From an optimization exercise on the open Yosys and OpenROAD flow, aimed at small area, a short achievable clock period and few clock cycles; shortcuts taken in it are not production practice. The RTL was checked by simulation tests, not by an equivalence proof against the original design. Power figures rest on the tool's default switching activity, not on a simulated workload.

## trial 60
## fp_mult
module fp_mult(A, B, clk, reset, C, done, flow);
    input [31:0] A, B;
    input clk;
    input reset;
    output [31:0] C;
    output done;
    output [1:0] flow;
    wire be0_one = B[0] ^ 1'b0;
    wire be0_two = (B[1] & ~B[0] & ~1'b0) | (~B[1] & B[0] & 1'b0);
    wire be0_neg = B[1];
    wire pp1 = ((be0_one & A[0])) ^ be0_neg;
    wire pp2 = ((be0_one & A[1]) | (be0_two & A[0])) ^ be0_neg;
    wire pp3 = ((be0_one & A[2]) | (be0_two & A[1])) ^ be0_neg;
    wire pp4 = ((be0_one & A[3]) | (be0_two & A[2])) ^ be0_neg;
    wire pp5 = ((be0_one & A[4]) | (be0_two & A[3])) ^ be0_neg;
    wire pp6 = ((be0_one & A[5]) | (be0_two & A[4])) ^ be0_neg;
    wire pp7 = ((be0_one & A[6]) | (be0_two & A[5])) ^ be0_neg;
    wire pp8 = ((be0_one & A[7]) | (be0_two & A[6])) ^ be0_neg;
    wire pp9 = ((be0_one & A[8]) | (be0_two & A[7])) ^ be0_neg;
    wire pp10 = ((be0_one & A[9]) | (be0_two & A[8])) ^ be0_neg;
    wire pp11 = ((be0_one & A[10]) | (be0_two & A[9])) ^ be0_neg;
    wire pp12 = ((be0_one & A[11]) | (be0_two & A[10])) ^ be0_neg;
    wire pp13 = ((be0_one & A[12]) | (be0_two & A[11])) ^ be0_neg;
    wire pp14 = ((be0_one & A[13]) | (be0_two & A[12])) ^ be0_neg;
    wire pp15 = ((be0_one & A[14]) | (be0_two & A[13])) ^ be0_neg;
    wire pp16 = ((be0_one & A[15]) | (be0_two & A[14])) ^ be0_neg;
    wire pp17 = ((be0_one & A[16]) | (be0_two & A[15])) ^ be0_neg;
    wire pp18 = ((be0_one & A[17]) | (be0_two & A[16])) ^ be0_neg;
    wire pp19 = ((be0_one & A[18]) | (be0_two & A[17])) ^ be0_neg;
    wire pp20 = ((be0_one & A[19]) | (be0_two & A[18])) ^ be0_neg;
    wire pp21 = ((be0_one & A[20]) | (be0_two & A[19])) ^ be0_neg;
    wire pp22 = ((be0_one & A[21]) | (be0_two & A[20])) ^ be0_neg;
    wire pp23 = ((be0_one & A[22]) | (be0_two & A[21])) ^ be0_neg;
    wire pp24 = (be0_one | (be0_two & A[22])) ^ be0_neg;
  ...
==> flow/config.mk <==
export PLATFORM = sky130hd
export DESIGN_NAME = fp_mult
export DESIGN_NICKNAME = fp_mult
export VERILOG_FILES = /design/flow/design.v
export SDC_FILE = /design/flow/constraint.sdc
export NUM_CORES = 4
export LEC_CHECK = 0
export ABC_AREA = 1
export CAP_MARGIN = 20
export CORE_MARGIN = 2
export CORE_UTILIZATION = 40
export SLEW_MARGIN = 20
export SYNTH_HIERARCHICAL = 1
==> flow/constraint.sdc <==
create_clock -name core_clock -period 5.0 [get_ports {clk}]
set_input_delay 1.0000 -clock core_clock [delete_from_list [all_inputs] [get_ports {clk}]]
set_output_delay 1.0000 -clock core_clock [all_outputs]
set_load 0.01 [all_outputs]
run.sh (not shown) runs the stock make flow with config.mk's settings and CLKGATE_MAP_FILE= SYNTH_SCRIPT=/design/flow/synth_recipe.tcl, a recipe that flattens the netlist after the stock synthesis.
Testbench counts of trial 60, summed over its fixed seeds: cycles 2,400.
The following lists how build 14 was set up differently from trial 60:
# trial 60
export LEC_CHECK = 0
export ABC_AREA = 1
export CAP_MARGIN = 20
export CORE_MARGIN = 2
export CORE_UTILIZATION = 40
export SLEW_MARGIN = 20
export SYNTH_HIERARCHICAL = 1
create_clock -name core_clock -period 5.0 [get_ports {clk}]
# build 14
export LEC_CHECK = 0
export ABC_AREA = 1
export CAP_MARGIN = 20
export CORE_MARGIN = 2
export CORE_UTILIZATION = 40
export SETUP_SLACK_MARGIN = 0.3
export SLEW_MARGIN = 20
export SYNTH_HIERARCHICAL = 1
create_clock -name core_clock -period 5.0 [get_ports {clk}]
For via count of the first global-routing pass, build 14 and trial 60 come out practically identical. Wire length on met2 (build 14 vs. trial 60) increases slightly. Build 14 vs. trial 60: cell count after placement went down, post-layout instance count excluding filler cells has remained practically unchanged, net switching power of the design saw an increase, overall power after layout has increased, initial antenna violation count shows a reduction of 1. Compared to trial 60, build 14 has multi-input gate share of total cell area 0.91 points higher. Minimum period implied by the final worst setup slack was lower in the run labelled build 14. Against trial 60 as the reference, build 14 delivers a higher setup slack.

-- port drivers added, routing unchanged --
In the flow no input, the clock included, has a driving cell. The finished layouts below were timed again as built, in two steps.
Step 1 assumes that a clkbuf_16 drives the clock port and a buf_2 every other input.
Step 2 adds t to the input delays and takes it off the output delays; t is the mean of the earliest and latest rising clock arrival at the registers after step 1. Input paths then give back, and output paths get back, about the clock's delay inside the block.
Three values: no drivers, after step 1, after step 2; two values: the first two.
run | t (ns) | setup WS [ns] | clock arrival spread, ns
trial 60 | 0.422 | 0.119 / 0.076 / -0.288 | 0.015 / 0.016
build 14 | 0.430 | 0.174 / 0.119 / -0.066 | 0.015 / 0.015
With both steps, setup timing fails in trial 60 and build 14, where it was met with ideal ports. For trial 60, which loses most, drivers alone change the setup slack by -0.043 ns; drivers and shift together by -0.407 ns.
